Source: an optimization exercise on an open RTL-to-GDS flow (aim: small area, a short achievable clock period and few clock cycles per item). Production flows keep margins and buffers that such runs may drop. The RTL was checked by simulation tests, not by an equivalence proof against the original design. Power and IR drop assume default switching activity.

File: design/flow/config.mk
export PLATFORM = sky130hd
export DESIGN_NAME = spiral
export DESIGN_NICKNAME = spiral
export VERILOG_FILES = /design/flow/design.v
export SDC_FILE = /design/flow/constraint.sdc
export NUM_CORES = 4
export LEC_CHECK = 0
export CAP_MARGIN = 20
export CORE_MARGIN = 2
export CORE_UTILIZATION = 50
export SETUP_SLACK_MARGIN = 4.6
export SLEW_MARGIN = 20
File: design/flow/constraint.sdc
create_clock -name core_clock -period 7.0 [get_ports {clk}]
set_input_delay 1.4000 -clock core_clock [delete_from_list [all_inputs] [get_ports {clk}]]
set_output_delay 1.4000 -clock core_clock [all_outputs]
set_load 0.01 [all_outputs]
File: design/flow/run.sh
#!/bin/bash
# synth_recipe.tcl (not shown) runs the flow's synth.tcl, then flattens the netlist and writes it again
# the make line also repeats each setting of config.mk as NAME=value (left out here)
make -C /OpenROAD-flow-scripts/flow DESIGN_CONFIG=/design/flow/config.mk WORK_HOME=/design/flow/orfs CLKGATE_MAP_FILE= SYNTH_SCRIPT=/design/flow/synth_recipe.tcl finish
File: design/flow/design.v
module spiral #(
  parameter DATA_WIDTH = 8,
  parameter R_WIDTH  = 3,
  parameter C_WIDTH  = 3
)
(
  input  logic                  clk,
  input  logic                  rstn,
  input  logic [R_WIDTH-1:0]    row,  
  input  logic [C_WIDTH-1:0]    col,  
  input  logic [DATA_WIDTH-1:0] data_in,
  input  logic                  data_in_valid,
  output logic                  data_in_rdy,
  output logic [DATA_WIDTH-1:0] data_out,
  output logic                  data_out_valid,
  input  logic                  data_out_rdy
);
  localparam int N = 7;
  localparam logic [N-1:0] LO = 7'b0000001;    
  localparam logic [N-1:0] HI = 7'b1000000;    
  function automatic logic [N-1:0] rev(input logic [N-1:0] x);
    for (int k = 0; k < N; k++) rev[k] = x[N-1-k];
  endfunction
  function automatic logic [N-1:0] dec1(input logic [2:0] x);
    dec1 = '0;
    for (int k = 0; k < N; k++) if (x == 3'(k + 1)) dec1[k] = 1'b1;
  endfunction
  logic [DATA_WIDTH-1:0] mem [0:N-1][0:N-1];
  logic [N*N-1:0]        full;
  function automatic logic full_at(input logic [N-1:0] r, input logic [N-1:0] c,
                                   input logic [N*N-1:0] f);
    logic [N-1:0] hit;
    for (int i = 0; i < N; i++) hit[i] = r[i] && |(f[i*N +: N] & c);
    full_at = |hit;
  endfunction
  function automatic logic same(input logic [N-1:0] r0, input logic [N-1:0] c0,
                                input logic [N-1:0] r1, input logic [N-1:0] c1);
    same = |(r0 & r1) && |(c0 & c1);
  endfunction
  logic                  in_v;
  logic [DATA_WIDTH-1:0] in_d;
  logic [N-1:0]          in_row, in_col;
  logic [N-1:0] wrow, wcol;
  logic         wo;
  logic         wfire, w_eor, w_eom, first_w;
  logic         up;             
  assign wfire   = data_in_valid && data_in_rdy;
  logic eor_q, lr_q;
  assign first_w = wo ? (wrow[N-1] && wcol[N-1]) : (wrow[0] && wcol[0]);
  assign w_eor   = first_w ? (col == 3'd1) : eor_q;
  assign w_eom   = w_eor && (first_w ? (row == 3'd1) : lr_q);
  logic [N-1:0] a_col, b_row, b_col, c_rc;
  assign a_col = wo ? (wcol >> 1) : (wcol << 1);
  assign b_row = wo ? (wrow >> 1) : (wrow << 1);
  logic a_eor, b_lr;        
  assign a_eor = |((wo ? rev(a_col) : a_col) & dec1(col));
  assign b_lr  = |((wo ? rev(b_row) : b_row) & dec1(row));
  assign b_col = wo ? HI : LO;
  assign c_rc  = wo ? LO : HI;
  localparam logic [1:0] D_R = 2'd0, D_D = 2'd1, D_L = 2'd2, D_U = 2'd3;
  logic         ract, ro, rok;
  logic [N-1:0] rrow, rcol;
  logic [1:0]   rdir;
  logic [2:0]   cnt, hn, vn;    
  logic         rfire, seg_end, rdone;
  logic         sk_v;           
  assign rfire   = rok && !sk_v;
  assign seg_end = (cnt == 3'd1);
  assign rdone   = seg_end && (rdir[0] ? (hn == 3'd1) : (vn == 3'd1));
  logic [1:0]   ndir;
  logic [N-1:0] adv_row, adv_col;
  always_comb begin
    ndir = seg_end ? rdir + 2'd1 : rdir;
    adv_row = rrow; adv_col = rcol;
    case (ndir)
      D_R: adv_col = ro ? (rcol >> 1) : (rcol << 1);
      D_D: adv_row = ro ? (rrow >> 1) : (rrow << 1);
      D_L: adv_col = ro ? (rcol << 1) : (rcol >> 1);
      default: adv_row = ro ? (rrow << 1) : (rrow >> 1);
    endcase
  end
  logic [5:0] qs [0:1];
  logic         ro_s;
  logic [N-1:0] s_rc;
  assign ro_s = ract ? ~ro : ro;
  assign s_rc = ro_s ? HI : LO;
  function automatic logic busy(input logic [N-1:0] r, input logic [N-1:0] c,
                                input logic [N*N-1:0] f,
                                input logic clr, input logic [N-1:0] cr, input logic [N-1:0] cc,
                                input logic wv, input logic [N-1:0] wr, input logic [N-1:0] wc);
    busy = (full_at(r, c, f) && !(clr && same(cr, cc, r, c))) || (wv && same(wr, wc, r, c));
  endfunction
  logic w_f_a, w_f_b, w_f_c, w_busy_n;
  assign w_f_a = busy(wrow, a_col, full, rfire, rrow, rcol, in_v, in_row, in_col);
  assign w_f_b = busy(b_row, b_col, full, rfire, rrow, rcol, in_v, in_row, in_col);
  assign w_f_c = busy(c_rc, c_rc, full, rfire, rrow, rcol, in_v, in_row, in_col) ||
                 same(wrow, wcol, c_rc, c_rc);
  always_comb begin
    if (!wfire)      w_busy_n = !data_in_rdy && up && !(rfire && same(rrow, rcol, wrow, wcol));
    else if (!w_eor) w_busy_n = w_f_a;
    else if (!w_eom) w_busy_n = w_f_b;
    else             w_busy_n = w_f_c;
  end
  logic [N-1:0] frow, fcol;
  always_comb
    for (int k = 0; k < N; k++) begin
      frow[k] = 1'b0; fcol[k] = 1'b0;
      for (int i = 0; i < N; i++) begin
        frow[k] = frow[k] | (rrow[i] && full[i*N + k]);
        fcol[k] = fcol[k] | (rcol[i] && full[k*N + i]);
      end
    end
  logic r_f_adv, r_f_s;
  assign r_f_adv = (ndir[0] ? |(fcol & adv_row) : |(frow & adv_col)) ||
                   (in_v && same(in_row, in_col, adv_row, adv_col));
  assign r_f_s   = full_at(s_rc, s_rc, full) || (in_v && same(in_row, in_col, s_rc, s_rc));
  always_ff @(posedge clk or negedge rstn) begin
    if (!rstn) begin
      wrow <= LO; wcol <= LO; wo <= 1'b0;
      eor_q <= 1'b0; lr_q <= 1'b0;
      data_in_rdy <= 1'b0;
      up <= 1'b0;
      in_v <= 1'b0;
      ract <= 1'b0; ro <= 1'b0; rok <= 1'b0;
      data_out_valid <= 1'b0; sk_v <= 1'b0;
      full <= '0;
    end else begin
      data_in_rdy <= !w_busy_n;
      up <= 1'b1;
      in_v <= wfire;
      if (wfire) begin
        if (!w_eor) begin
          wcol <= a_col;
          eor_q <= a_eor;
          if (first_w) lr_q <= (row == 3'd1);
        end else if (!w_eom) begin
          wrow <= b_row; wcol <= b_col;
          eor_q <= (col == 3'd1);
          lr_q <= b_lr;
        end else begin
          wrow <= c_rc; wcol <= c_rc; wo <= ~wo;
        end
      end
      if (!ract || (rfire && rdone)) begin
        if (ract) ro <= ~ro;
        ract <= r_f_s;
        rok  <= r_f_s;
      end else if (rfire) begin
        rok  <= r_f_adv;
      end else begin
        rok <= rok || (in_v && same(in_row, in_col, rrow, rcol));
      end
      if (sk_v) begin
        if (data_out_rdy) sk_v <= 1'b0;
      end else if (rfire) begin
        data_out_valid <= 1'b1;
        if (data_out_valid && !data_out_rdy) sk_v <= 1'b1;
      end else if (data_out_rdy) data_out_valid <= 1'b0;
      for (int i = 0; i < N; i++)
        for (int j = 0; j < N; j++) begin
          if (in_v && in_row[i] && in_col[j]) full[i*N+j] <= 1'b1;
          else if (rfire && rrow[i] && rcol[j]) full[i*N+j] <= 1'b0;
        end
    end
  end
  always_ff @(posedge clk) begin
    if (wfire) begin
      in_d   <= data_in;
      in_row <= wrow;
      in_col <= wcol;
    end
    if (wfire && first_w) qs[wo] <= {row, col};
    if (!ract || (rfire && rdone)) begin
      rdir <= D_R;
      cnt  <= qs[ro_s][2:0];
      hn   <= qs[ro_s][2:0];
      vn   <= qs[ro_s][5:3];
      rrow <= s_rc; rcol <= s_rc;
    end else if (rfire) begin
      rdir <= ndir;
      if (seg_end) begin
        if (rdir[0]) begin cnt <= hn - 3'd1; hn <= hn - 3'd1; end
        else         begin cnt <= vn - 3'd1; vn <= vn - 3'd1; end
      end else cnt <= cnt - 3'd1;
      rrow <= adv_row; rcol <= adv_col;
    end
  end
  logic [DATA_WIDTH-1:0] colv [0:N-1];
  logic [DATA_WIDTH-1:0] rdata;
  always_comb begin
    for (int j = 0; j < N; j++) begin
      colv[j] = '0;
      for (int i = 0; i < N; i++) colv[j] = colv[j] | (mem[i][j] & {DATA_WIDTH{rrow[i]}});
    end
    rdata = '0;
    for (int j = 0; j < N; j++) rdata = rdata | (colv[j] & {DATA_WIDTH{rcol[j]}});
  end
  logic [DATA_WIDTH-1:0] sk_d;
  always_ff @(posedge clk) begin
    for (int i = 0; i < N; i++)
      for (int j = 0; j < N; j++)
        if (in_v && in_row[i] && in_col[j]) mem[i][j] <= in_d;
    if (sk_v) begin
      if (data_out_rdy) data_out <= sk_d;
    end else if (rfire) begin
      if (!data_out_valid || data_out_rdy) data_out <= rdata;
      else sk_d <= rdata;
    end
  end
endmodule
==> reports/metrics.sh <==
CTS_TREE='yes'
CRITICAL_PATH_CLASS='flip-flop to flip-flop'
DPL-INSTANCE-AREA_UM2=23300
VDD_IR_DROP_MAX_V=0.000276
CRITPATHSLOWESTCELL='a222oi_1'
STATIC_LEAKAGE_uW=0.00946
IO_BUFFERS=27
TIMING.CRITICAL_PATH.DEPTH=7
SYNTHARSTFLOPSHARE=0.137
FINAL_CRITICAL_PATH_SETUP_SLACK_PS=4340
CTS.REPORTEDPATHS.CLKPINSLEW_PS=60
SYNTH_SEQ_AREA_SHARE=0.704
GRT_FIRST_PASS_WIRELENGTH_UM=104000
SYNTHESIS.AREA_UM2=22500
INSERTEDDIODECOUNT=0
WORST_SKEW_PAIR.LATE_LATENCY_PS=630
TIGHTESTPINTRANSITION_PS=1000
SYNTH_CELL_TYPES=63
FINALNETCOUNT=1643
MAX_STAGE_DELAY_PS=530
DP_HPWL_UM=39400
CRITPATHBUFINV=2
SYNTH_SEQ_CELLS=541
MAXCAPVIOLATIONS=0
CRIT_PATH_MAX_FANOUT=6
CTS.SINK_COUNT=541
FINAL_CELL_AREA_UM2=26500
PLACE_WORST_SETUP_SLACK_PS=3540
SWITCHINGPOWER_uW=4990
CTS.ROOT.BUFFER_CELL='clkbuf_16'
VIAS=15700
MOST-COMMON-LAYOUT-CELLS='edfxtp_1 (465), a22oi_1 (189), nand2_1 (104), a222oi_1 (94), nand3_1 (86)'
WORST_R2R_ENDPOINT='data_out[1]$_DFFE_PP_'
DIE_Y_UM=216
CLOCK_TREE.HTREE_LEVEL_COUNT=2
MAXSLEWHEADROOM=0.331
INITIAL_ANTENNA_VIOLATION_COUNT=1
CP-START-KIND='flip-flop'
ENDPOINT_KIND='flip-flop'
SETUP_VIOL=0
TOP_LEVEL_PORTS=28
DIEAREA_UM2=46800
INTERNAL-POWER_uW=7810
SYN_TO_FINAL_GROWTH_PCT=17.7
HOLD_SLACK_PS=503
POWER.DENSITY_CELL_AREA_nW_PER_UM2=483
COMPOUND_CELL_AREA_SHARE_OF_THE_YOSYS_NETLIST=0.161
SYNTH_TOP_FAMILY_BY_AREA='compound AO/OA/AOI/OAI gates'
FINAL-MAX-SLEW-VIOLATION-COUNT=0
CRITICAL_PATH_CELL_BY_CELL='buf_12, buf_12, a222oi_1, nand3_2, a222oi_1, nand3_2, mux2_4'
R2R_START='rrow[1]$_SDFFCE_PP0P_'
SYNTH.AREA.MUX_SHARE=0.0263
GROUTE.USAGE.OVERALL=0.306
CTS_INSERTED_BUFFERS=56
SYNTH_FLOP_TYPE='edfxtp_1'
POSTROUTEWIRELENGTH_UM=71900
GLOBALPLACE.CONGESTION=0.936
POWER.SWITCHING_FRACTION=0.390
SETUP_TNS_PS=0
FLOORPLAN.INITIALDENSITY=0.508
AVGVIACOUNTPERCELL=6.95
CP_DATA_REQUIRED_TIME_PS=7380
AREA_INSIDE_THE_CORE_BOUNDARY_UM2=44300
FP.DIEW_UM=216
CRITPATHTOPFAMILY='compound AO/OA/AOI/OAI gates'
DRT_ITER0_MARKERS=2867
POST-ROUTE-UTIL=0.599
TIMING.CRITICAL_PATH.FROM='rrow[1]$_SDFFCE_PP0P_'
POST_ROUTE_CELLS_DRIVE_ABOVE_1_SHARE=0.183
BUFFER_DEPTH_OF_THE_LONGEST_CLOCK_PATH=3
CRIT_PATH_TO='data_out[1]$_DFFE_PP_'
MOSTFREQUENTLAYOUTCELL='edfxtp_1'
ANTENNA_VIOLATING_NETS_POST_ROUTE=0
EDFF_COUNT_SYNTH=465
POSTSYNTHCELLCOUNT=1562
SEQ_POWER_SHARE=0.374
SYNTHXORXNORAREAFRAC=0.00550
RSZ0062_AT_GRT='true'
SYNTH.AVG_CELL_AREA_UM2=14.4
CP.ARRIVAL_PS=3040
SYN_NETS=1586
SYNTHADDERAREAFRAC=0.00333
GRT_OVERFLOW=0
FINALCRITPERIODSHARE=0.380
MAXIMUM_NUMBER_OF_PINS_ON_ONE_NET_BEFORE_GLOBAL_ROUTE_REPAIR=71
DRC=0
YOSYS_WARNINGS=3
HIGHEST_ACHIEVABLE_CLOCK_RATE_MHz=376
WORST_HOLD_PATH_TYPE='flip-flop to flip-flop'
FIRST_GLOBAL_VIAS=15000
WL_PER_CELL_UM=31.8
POST_SYNTH_AND_OR_NAND_NOR_AREA_FRACTION=0.0725
ROWS=77
WORST_CLOCK_SKEW_PS=15.4
FINALWORSTPATHREQUIREDPERIOD_PS=2660
POWER_FRAC_CLOCK=0.230
DRTPASS1ITERATIONS=12
RR_WORST_DEPTH=7
R2R_SETUP_SLACK_PS=4340
TIMING.FINAL.HOLD_VIOLATIONS=0
STATUS='finished clean'
CTS-HOLD-FIX-BUFFERS=0
P_COMB_FRAC=0.396
## layer usage
| metal | share of wire | vias up | global-route usage |
|---|---|---|---|
| li1 | - | 6496 | - |
| met1 | 0.40 | 7952 | 0.439 |
| met2 | 0.44 | 1075 | 0.456 |
| met3 | 0.13 | 168 | 0.0860 |
| met4 | 0.032 | 2 | 0.0945 |
| met5 | 0.00013 | - | 0 |
## cell type report
class,count,area [µm²]
Timing Repair Buffer,129,1550
Multi-Input combinational cell,870,6470
Sequential cell,541,15900
Timing Repair inverter,1,7.51
Clock inverter,24,251
Clock buffer,81,1550
Inverter,20,80.1
Fill cell,3357,17800
Tap cell,592,741
## cells in the mapped netlist, types with 4 or more instances
library cell	n	area [µm²]
a211oi_1	5	37.5
and3_1	52	325
nand3_1	99	495
o32a_1	4	40.0
clkbuf_1	91	342
nor3_1	6	30.0
mux2_2	28	315
and2_1	11	68.8
o31ai_1	8	60.1
buf_6	4	45.0
nor2b_1	6	37.5
nor2_1	37	139
xor2_1	5	43.8
o21ai_0	21	105
a222oi_1	94	941
o221ai_1	5	43.8
o211ai_1	4	30.0
a31oi_1	15	93.8
a21o_1	51	383
nand2_1	106	398
dfrtp_1	72	1800
ha_1	6	75.1
edfxtp_1	465	14000
buf_2	15	75.1
nand2b_1	6	37.5
inv_1	19	71.3
mux2_4	4	60.1
xnor2_1	6	52.6
a21oi_1	28	140
buf_1	20	75.1
a22oi_1	200	1500
mux2i_1	15	150
## registers in the layout, indices dropped and copies added, names as in the netlist, 7 cells and up
register / count
qs: 12
full: 49
in_d: 8
in_col: 7
data_out: 8
in_row: 7
rrow: 7
mem: 392
wcol: 7
rcol: 7
sk_d: 8
wrow: 7
## how the worst min path moves through the flow
stage,start,end,cells past startpoint
floorplan,wrow[6]$_DFFE_PN0P_,in_row[6]$_DFFE_PP_,0
global placement,eor_q$_DFFE_PN0P_,eor_q$_DFFE_PN0P_,1
detailed placement,eor_q$_DFFE_PN0P_,eor_q$_DFFE_PN0P_,1
CTS,eor_q$_DFFE_PN0P_,eor_q$_DFFE_PN0P_,1
global route,eor_q$_DFFE_PN0P_,eor_q$_DFFE_PN0P_,1
finish,eor_q$_DFFE_PN0P_,eor_q$_DFFE_PN0P_,1
## kinds of logic after synthesis
| kind of cell | Yosys count |
|---|---|
| compound gates | 464 |
| xor+xnor | 12 |
| fa+ha+maj | 6 |
| buf+inv | 151 |
| flops | 541 |
| mux | 50 |
| other cells | 1 |
| simple gates | 337 |
## what timing repair did
action | in CTS | in global routing
endpoints found under the setup margin | 82 | 55
pin swaps | 41 | 56
setup buffers | 42 | 9
cloned | 12 | 3
gates resized for setup | 141 | 63
## through the flow
| step | total power, µW | cells |
|---|---|---|
| CTS | 12300 | 2246 |
| finish | 12800 | 2258 |
| global placement | 8570 | 2087 |
| detailed placement | 8620 | 2087 |
| floorplan | 7130 | 1562 |
| global route | 13200 | 2258 |
## power groups by stage
| stage | sequential, µW | combinational, µW | clock [µW] |
|---|---|---|---|
| 4_1_cts | 4720 | 4660 | 2960 |
| 3_3_place_gp | 4760 | 3810 | 0 |
| 6_report | 4790 | 5070 | 2940 |
| 5_1_grt | 4810 | 5280 | 3080 |
| 2_1_floorplan | 4500 | 2630 | 0 |
| 3_5_place_dp | 4770 | 3850 | 0 |
Testbench counts, summed over its fixed seeds: cycles 9,630, items 8,134.

## what the ideal ports hide
No port has a modelled driver above. Below, the same layout with a new extraction and two added sets of constraints. Step 1: set_driving_cell puts a clkbuf_16 on clk and a buf_2 on each other input, an assumption about the parent block. Step 2 also shifts input and output timing later by t, the mid clock arrival at the registers, as if the neighbouring blocks saw the same clock. Three values: ideal, step 1, step 2; two values: the first two.
t (ns): 0.679
slack for setup (ns): 4.342 / 4.342 / 4.013
clock arrival spread, ns: 0.017 / 0.017
worst data-port slew with drivers (ns): 0.04
cell pins on the clock port's net: 1
After both steps setup and hold are still met in this run. The setup slack of this run moves by 0.000 ns with the drivers and by -0.329 ns with both steps.
